This design comes from an exercise in tuning for small area and a short achievable clock period on the open sky130 flow, not from production work.
RTL that was checked went through simulation tests only; none was proved equivalent to the original.
Power and IR drop assume default switching activity. The flow treats the clock pin as an ideal source, which a real chip does not have.

## ml_demodulator
module ml_demodulator(
    i_clk,
    i_reset,
    i_trig,
    i_y_hat,
    i_r,
    i_rd_rdy,
    o_rd_vld,
    o_llr,
    o_hard_bit
);
    input i_clk;
    input i_reset;
    input i_trig;
    input [159:0] i_y_hat;
    input [319:0] i_r;
    input i_rd_rdy;
    output o_rd_vld;
    output [7:0] o_llr;
    output o_hard_bit;
    reg [10:0] y4i, y4r, y3i, y3r, y2i, y2r, y1i, y1r;
    reg [10:0] ch [0:15];
    reg       busy;
    reg [5:0] cyc;
    always @(posedge i_clk or posedge i_reset) begin
        if (i_reset) begin
            busy <= 1'b0;
            cyc  <= 6'd0;
        end else if (i_trig) begin
            busy <= 1'b1;
            cyc  <= 6'd0;
        end else if (busy) begin
            cyc  <= cyc + 6'd1;
            if (cyc == 6'd57) busy <= 1'b0;
        end
    end
    reg [21-1:0] cw_next, cw;
    always @(*) begin
        cw_next = 21'h1800;
        if (busy) begin
            case (cyc)
            6'd0: cw_next = 21'h12000;
            6'd1: cw_next = 21'hbc00;
            6'd2: cw_next = 21'h18200;
            6'd3: cw_next = 21'h680;
            6'd4: cw_next = 21'h81b00;
            6'd5: cw_next = 21'h90380;
            6'd6: cw_next = 21'h88c02;
  ...
export LEC_CHECK = 0
export CAP_MARGIN = 20
export CORE_MARGIN = 2
export CORE_UTILIZATION = 60
export PLACE_DENSITY = 0.7
export SETUP_SLACK_MARGIN = 5
export SLEW_MARGIN = 20
create_clock -name core_clock -period 11.0 [get_ports {i_clk}]
standard.sh (not shown) runs the stock make flow with config.mk's settings and CLKGATE_MAP_FILE= SYNTH_SCRIPT=/design/flow/synth_recipe.tcl, a recipe that flattens the netlist after the stock synthesis.
==> flow/flow/run.sh <==
#!/bin/bash
set -euo pipefail
cd "$(dirname "$0")/.."
bash standard.sh synth > flow_synth.log 2>&1
bash standard.sh SETUP_SLACK_MARGIN=7.0 \
  'CTS_ARGS=-sink_clustering_enable -repair_clock_nets -dont_use_dummy_load -sink_clustering_size 20 -sink_clustering_max_diameter 120' \
  finish > flow_layout.log 2>&1
Edit:
==> flow/flow/run.sh (replaced) <==
#!/bin/bash
set -euo pipefail
cd "$(dirname "$0")/.."
bash standard.sh synth > flow_synth.log 2>&1
bash standard.sh SETUP_SLACK_MARGIN=7.0 \
  'CTS_ARGS=-sink_clustering_enable -repair_clock_nets -dont_use_dummy_load' \
  finish > flow_layout.log 2>&1
Result:
- global-route usage rises by 0.34 points
- core utilization rises by 1.2 points
- count of clock-buffer cells in the layout rises by 51
- wire length rises by 1.6%
- register-to-register slack improved by 0.03 ns
- total power rises by 5.3%
- hold slack got worse by 0.099 ns
Edit:
==> flow/flow/run.sh (replaced) <==
#!/bin/bash
set -euo pipefail
cd "$(dirname "$0")/.."
bash standard.sh synth > flow_synth.log 2>&1
bash standard.sh SETUP_SLACK_MARGIN=6.8 \
  'CTS_ARGS=-sink_clustering_enable -repair_clock_nets -dont_use_dummy_load' \
  finish > flow_layout.log 2>&1
Effect:
- The new run completed without violations
- hold slack gains 0.077 ns
- non-clock buffer count drops by 88
- clock-buffer cell count grows by 4
- routed wire length drops by 1.9%
- setup slack degrades by 0.088 ns
- synthesized cell count is unchanged
Edit:
==> flow/flow/run.sh (replaced) <==
#!/bin/bash
set -euo pipefail
cd "$(dirname "$0")/.."
bash standard.sh synth > flow_synth.log 2>&1
bash standard.sh SETUP_SLACK_MARGIN=6.9 \
  'CTS_ARGS=-sink_clustering_enable -repair_clock_nets -dont_use_dummy_load -sink_clustering_size 20 -sink_clustering_max_diameter 120' \
  finish > flow_layout.log 2>&1
=> The changed run finished clean; synthesized cell count is unchanged; die area stays the same; count of clock-buffer cells in the layout falls by 55; via count barely changes; total power falls by 2.8%; core utilization falls by 0.54 points; cell area falls by 0.79%; wire length rises by 0.38%; synthesized area stays the same.

---

ml_demodulator, a different RTL version from the one above (not shown whole).
Size: about 5300 cells after synthesis, roughly 490 I/O pins.
==> flow/config.mk <==
export PLATFORM = sky130hd
export DESIGN_NAME = ml_demodulator
export DESIGN_NICKNAME = ml_demodulator
export VERILOG_FILES = /design/flow/design.v
export SDC_FILE = /design/flow/constraint.sdc
export NUM_CORES = 8
export LEC_CHECK = 0
export ABC_CLOCK_PERIOD_IN_PS = 3000
export CAP_MARGIN = 20
export CORE_MARGIN = 2
export CORE_UTILIZATION = 40
export SETUP_SLACK_MARGIN = 5
export SLEW_MARGIN = 20
==> flow/constraint.sdc <==
create_clock -name core_clock -period 11.0 [get_ports {i_clk}]
set_input_delay 2.2000 -clock core_clock [delete_from_list [all_inputs] [get_ports {i_clk}]]
set_output_delay 2.2000 -clock core_clock [all_outputs]
set_load 0.01 [all_outputs]
==> flow/flow/run.sh <==
#!/bin/bash
set -euo pipefail
cd "$(dirname "$0")/.."
bash standard.sh synth > flow_synth.log 2>&1
bash standard.sh SETUP_SLACK_MARGIN=7.5 finish > flow_layout.log 2>&1
Then changed:
==> flow/flow/run.sh (replaced) <==
#!/bin/bash
set -euo pipefail
cd "$(dirname "$0")/.."
bash standard.sh synth > flow_synth.log 2>&1
bash standard.sh SETUP_SLACK_MARGIN=7.0 \
  'CTS_ARGS=-sink_clustering_enable -repair_clock_nets -dont_use_dummy_load' \
  finish > flow_layout.log 2>&1
ABC_CLOCK_PERIOD_IN_PS = not set   (was 3000)
CAP_MARGIN = 5   (was 20)
CORE_UTILIZATION = 60   (was 40)
PLACE_DENSITY = 0.7   (was not set)
SLEW_MARGIN = 5   (was 20)
=> Core utilization rises by 19 points. Die area falls by 33%. Flip-flop and latch count is unchanged. Final cell count falls by 12%. Via count falls by 2.8%. Combinational power falls by 16%. Worst setup slack gets worse by 41 ps. Non-clock buffer count falls by 223.
Then changed:
==> flow/flow/run.sh (replaced) <==
#!/bin/bash
set -euo pipefail
cd "$(dirname "$0")/.."
bash standard.sh synth > flow_synth.log 2>&1
bash standard.sh SETUP_SLACK_MARGIN=7.0 finish > flow_layout.log 2>&1
ABC_CLOCK_PERIOD_IN_PS = 3000   (was not set)
CAP_MARGIN = 20   (was 5)
CORE_UTILIZATION = 40   (was 60)
PLACE_DENSITY = not set   (was 0.7)
SLEW_MARGIN = 20   (was 5)
Maximum frequency hardly moves.
Sequential cell count stays the same.
First-iteration DRC count is lower by 13%.
Core utilization is lower by 22 points.
Then changed:
==> flow/flow/run.sh (replaced) <==
#!/bin/bash
set -euo pipefail
cd "$(dirname "$0")/.."
bash standard.sh synth > flow_synth.log 2>&1
bash standard.sh SETUP_SLACK_MARGIN=7.0 \
  'CTS_ARGS=-sink_clustering_enable -repair_clock_nets -dont_use_dummy_load -sink_clustering_size 24 -buf_list sky130_fd_sc_hd__clkbuf_8' \
  finish > flow_layout.log 2>&1
After rerunning:
- The changed run completed with no timing, DRC or antenna violations
- power is lower by 6.6%
- wire length goes down by 0.78%
- via count hardly moves
- die area does not change
- global-route usage is about the same
Then changed:
==> flow/flow/run.sh (replaced) <==
#!/bin/bash
set -euo pipefail
cd "$(dirname "$0")/.."
bash standard.sh synth > flow_synth.log 2>&1
bash standard.sh SETUP_SLACK_MARGIN=7.0 \
  'CTS_ARGS=-sink_clustering_enable -repair_clock_nets -dont_use_dummy_load' \
  finish > flow_layout.log 2>&1
ABC_CLOCK_PERIOD_IN_PS = not set   (was 3000)
CORE_UTILIZATION = 60   (was 40)
PLACE_DENSITY = 0.7   (was not set)
What happened: Die area falls by a quarter to a third. Clock skew shrinks by 22 ps. Setup slack is better by 77 ps. Maximum frequency went up slightly. Cell area fell slightly. Flip-flop and latch count is unchanged. Critical path depth drops by 4. First-iteration DRC count came out higher by about a fifth. Utilization rises by 23 points.
Then changed:
==> flow/flow/run.sh (replaced) <==
#!/bin/bash
set -euo pipefail
cd "$(dirname "$0")/.."
bash standard.sh synth > flow_synth.log 2>&1
bash standard.sh SETUP_SLACK_MARGIN=6.6 finish > flow_layout.log 2>&1
ABC_CLOCK_PERIOD_IN_PS = 3000   (was not set)
CORE_UTILIZATION = 40   (was 60)
PLACE_DENSITY = not set   (was 0.7)
Wire length falls by 0.88%; non-clock buffer count fell by 191; clock-buffer cell count came out higher by 44; final area came out lower by 1.6%; global-route usage shrinks by 10 points; combinational power goes down by about 10%.

---

ml_demodulator again, from the RTL that the note above started with.
==> flow/design.v (excerpt) <==
module ml_demodulator(
    i_clk,
    i_reset,
    i_trig,
    i_y_hat,
    i_r,
    i_rd_rdy,
    o_rd_vld,
    o_llr,
    o_hard_bit
);
Settings: LEC_CHECK=0, ABC_CLOCK_PERIOD_IN_PS=3000, CAP_MARGIN=20, CORE_MARGIN=2, CORE_UTILIZATION=40, SETUP_SLACK_MARGIN=5, SLEW_MARGIN=20; clock period 11.0 ns.
==> flow/flow/run.sh <==
#!/bin/bash
set -euo pipefail
cd "$(dirname "$0")/.."
bash standard.sh synth > flow_synth.log 2>&1
bash standard.sh SETUP_SLACK_MARGIN=7.0 \
  'CTS_ARGS=-sink_clustering_enable -repair_clock_nets -dont_use_dummy_load' \
  finish > flow_layout.log 2>&1
Edit:
Settings changed: ABC_CLOCK_PERIOD_IN_PS 3000 to default, CORE_UTILIZATION 40 to 70, PLACE_DENSITY from default to 0.8.
Synthesized area is unchanged.
Final cell count goes down by 12%.
Flip-flop and latch count stays the same.
Count of clock-buffer cells in the layout goes down by 8.
Final area goes down by 3.1%.
Total power goes down by 2.4%.
Wire length goes down by 3.2%.

---

== v6 ==
ml_demodulator, a different RTL version from the one above (not shown whole).
Size in the first run: ~4900 cells after synthesis, roughly 1000 flip-flops, roughly 490 I/O pins, ~61000 um2 of cells after synthesis.
Design ml_demodulator, start of the top module:
module ml_demodulator(
    i_clk,
    i_reset,
    i_trig,
    i_y_hat,
    i_r,
    i_rd_rdy,
    o_rd_vld,
    o_llr,
    o_hard_bit
);
==> flow/config.mk <==
export PLATFORM = sky130hd
export DESIGN_NAME = ml_demodulator
export DESIGN_NICKNAME = ml_demodulator
export VERILOG_FILES = /design/flow/design.v
export SDC_FILE = /design/flow/constraint.sdc
export NUM_CORES = 8
export LEC_CHECK = 0
export CAP_MARGIN = 20
export CORE_MARGIN = 2
export CORE_UTILIZATION = 40
export SETUP_SLACK_MARGIN = 5
export SLEW_MARGIN = 20
export TNS_END_PERCENT = 0
==> flow/constraint.sdc <==
create_clock -name core_clock -period 11.0 [get_ports {i_clk}]
set_input_delay 2.2000 -clock core_clock [delete_from_list [all_inputs] [get_ports {i_clk}]]
set_output_delay 2.2000 -clock core_clock [all_outputs]
set_load 0.01 [all_outputs]
==> flow/flow/run.sh <==
#!/bin/bash
set -euo pipefail
cd "$(dirname "$0")/.."
bash standard.sh synth > flow_synth.log 2>&1
bash standard.sh SETUP_SLACK_MARGIN=7.5 finish > flow_layout.log 2>&1
v6 has completed all stages; timing, DRC and antenna checks passed.
### v6 -> v7
- TNS_END_PERCENT changed from 0 to 20
[summary]
Diff v7 and v6: worst hold slack higher in v7. Compared with v6, in v7 sequential power held, routed wire length grew by 9.8%. Cmp v7 vs v6: sequential share of layout area lower in v7. Of v7 and v6, v6 shows the lower initial antenna violation count, with v7 above it. Total area of multi-input combinational cells: v7 higher than v6.
Function was not checked in any run of this note: the RTL went through the layout flow alone.

---

ml_demodulator with an RTL version that a note above also has.
Size in the first run: ~1000 flip-flops, ~63000 um^2 of cells after synthesis.
clock: 11.0 ns
lec_check: 0
cap_margin: 20
core_margin: 2
core_utilization: 60
place_density: 0.7
setup_slack_margin: 5
slew_margin: 20
==> flow/flow/run.sh <==
#!/bin/bash
set -euo pipefail
cd "$(dirname "$0")/.."
bash standard.sh synth > flow_synth.log 2>&1
bash standard.sh SETUP_SLACK_MARGIN=7.0 \
  'CTS_ARGS=-sink_clustering_enable -repair_clock_nets -dont_use_dummy_load -sink_clustering_size 30 -sink_clustering_max_diameter 150' \
  finish > flow_layout.log 2>&1
The first run finished with timing, DRC and antenna clean.
Rerun with:
==> flow/flow/run.sh (replaced) <==
#!/bin/bash
set -euo pipefail
cd "$(dirname "$0")/.."
bash standard.sh synth > flow_synth.log 2>&1
bash standard.sh SETUP_SLACK_MARGIN=7.1 \
  'CTS_ARGS=-sink_clustering_enable -repair_clock_nets -dont_use_dummy_load -sink_clustering_size 20 -sink_clustering_max_diameter 120' \
  finish > flow_layout.log 2>&1
Result: Flip-flop and latch count stays the same. Routed wire length rose by 3.9%. Worst setup slack got worse by 0.10 ns. Design area rose by 2.7%. Final cell count rose by 1.6%. Sequential power is about the same. Hold slack got worse by 0.077 ns. Die area does not change. Global-route usage rose by 0.76 points. Power rose by 4.6%.

---

Setup of P:
Starting RTL as in the previous note.
export LEC_CHECK = 0
export CAP_MARGIN = 20
export CORE_MARGIN = 2
export CORE_UTILIZATION = 60
export GPL_ROUTABILITY_DRIVEN = 0
export PLACE_DENSITY = 0.7
export SETUP_SLACK_MARGIN = 5
export SLEW_MARGIN = 20
create_clock -name core_clock -period 11.0 [get_ports {i_clk}]
==> flow/flow/run.sh <==
#!/bin/bash
set -euo pipefail
cd "$(dirname "$0")/.."
bash standard.sh synth > flow_synth.log 2>&1
bash standard.sh SETUP_SLACK_MARGIN=7.0 \
  'CTS_ARGS=-sink_clustering_enable -repair_clock_nets -dont_use_dummy_load' \
  finish > flow_layout.log 2>&1
Setup changes, P to Q
Settings: TNS_END_PERCENT now 50, previously not set; GPL_ROUTABILITY_DRIVEN no longer set, was 0.
## What came out
Q finished end to end and its layout was clean on timing, DRC and antenna. Diff Q and P: aggregate routed wire length higher in Q. Routed via count, Q and P: smaller value in P. Looking at timing startpoint of the critical path, the cwp[4] result is from P; the cw[15] one comes from Q. Q: final routed wire length divided by cell count higher than P. Power: Q draws more than P. Delta (Q minus P): relative area of non-clock buffer cells in the final design grew by 0.31 points; largest net degree at the start of global routing fell by about 32%; count of placed standard cells including taps now sits at about the same level; final worst-path cycle share saw a decrease.
--- input diff Q..R ---
Settings: TNS_END_PERCENT removed (was 50).
==> flow/flow/run.sh <==
#!/bin/bash
set -euo pipefail
cd "$(dirname "$0")/.."
bash standard.sh synth > flow_synth.log 2>&1
bash standard.sh SETUP_SLACK_MARGIN=7.0 \
  'CTS_ARGS=-sink_clustering_enable -repair_clock_nets -dont_use_dummy_load -sink_clustering_size 16 -sink_clustering_max_diameter 100' \
  finish > flow_layout.log 2>&1
==> summary.txt <==
Higher filler-free cell count of the finished design goes to Q over R.
Higher stage delay of the slowest cell on the critical path goes to Q over R.
Looking at final net count, R sits 49 lower than Q does.
| initial detailed-routing violation count | R vs Q | about 6.4% higher |
Of Q and R, R shows the lower area growth from synthesis to final layout, with Q above it.
R vs. Q: combinational cell fraction of total power up 1.3 points; total nets after synthesis flat; wire length of the first global-routing pass down 0.97%; final period utilization up 0.40 points.

port drivers added, routing unchanged:
No port has a modelled driver above. Below, the same layouts with a new extraction and two added sets of constraints.
Step 1 assumes that a clkbuf_16 drives the clock port and a buf_2 every other input.
Step 2 adds t to the input delays and takes it off the output delays; t is the mean of the earliest and latest rising clock arrival at the registers after step 1. Input paths then give back, and output paths get back, about the clock's delay inside the block.
a / b / c = no drivers / after step 1 / after step 2; a / b = the first two.
run | t (ns) | setup slack, ns | hold WS [ns] | worst setup path after step 2 | worst slew at a driven data input, ns
the first run of note 1 | 0.745 | 6.977 / 6.977 / 6.535 | 0.368 / 0.368 / 0.368 | input to register | 0.10
the second run of note 1 | 0.752 | 7.005 / 7.005 / 6.580 | 0.269 / 0.269 / 0.269 | input to register | 0.10
the third run of note 1 | 0.757 | 6.917 / 6.917 / 6.352 | 0.346 / 0.346 / 0.346 | input to register | 0.10
the fourth run of note 1 | 0.752 | 6.875 / 6.875 / 6.521 | 0.353 / 0.353 / 0.353 | input to register | 0.11
the first run of note 2 | 0.816 | 6.934 / 6.934 / 6.859 | 0.361 / 0.361 / 0.361 | input to register | 0.11
the second run of note 2 | 0.737 | 6.892 / 6.892 / 6.602 | 0.361 / 0.361 / 0.361 | input to register | 0.12
the third run of note 2 | 0.800 | 6.900 / 6.900 / 6.564 | 0.350 / 0.350 / 0.350 | input to register | 0.09
the fourth run of note 2 | 0.929 | 6.858 / 6.858 / 6.253 | 0.349 / 0.349 / 0.349 | input to register | 0.09
the fifth run of note 2 | 0.738 | 6.935 / 6.935 / 6.655 | 0.361 / 0.361 / 0.361 | input to register | 0.13
the sixth run of note 2 | 0.829 | 6.629 / 6.629 / 6.108 | 0.372 / 0.372 / 0.372 | input to register | 0.09
the first run of note 3 | 0.775 | 6.906 / 6.906 / 6.605 | 0.349 / 0.349 / 0.349 | input to register | 0.09
the second run of note 3 | 0.736 | 6.876 / 6.876 / 6.650 | 0.335 / 0.335 / 0.335 | input to register | 0.11
v6 | 0.826 | 6.318 / 6.318 / 5.776 | 0.349 / 0.349 / 0.349 | input to register | 0.16
v7 | 0.801 | 6.225 / 6.225 / 6.225 | 0.354 / 0.354 / 0.354 | register to register | 0.17
the first run of note 5 | 0.722 | 6.950 / 6.950 / 6.559 | 0.376 / 0.376 / 0.376 | input to register | 0.10
the second run of note 5 | 0.760 | 6.848 / 6.848 / 6.536 | 0.300 / 0.300 / 0.300 | input to register | 0.11
P | 0.752 | 6.982 / 6.982 / 6.500 | 0.293 / 0.293 / 0.293 | input to register | 0.11
Q | 0.752 | 7.014 / 7.014 / 6.424 | 0.355 / 0.355 / 0.355 | input to register | 0.11
R | 0.713 | 6.970 / 6.970 / 6.596 | 0.365 / 0.365 / 0.365 | input to register | 0.10
After both steps every run listed still meets setup and hold. For the fourth run of note 2, which loses most, drivers alone change the setup slack by 0.000 ns; drivers and shift together by -0.605 ns.
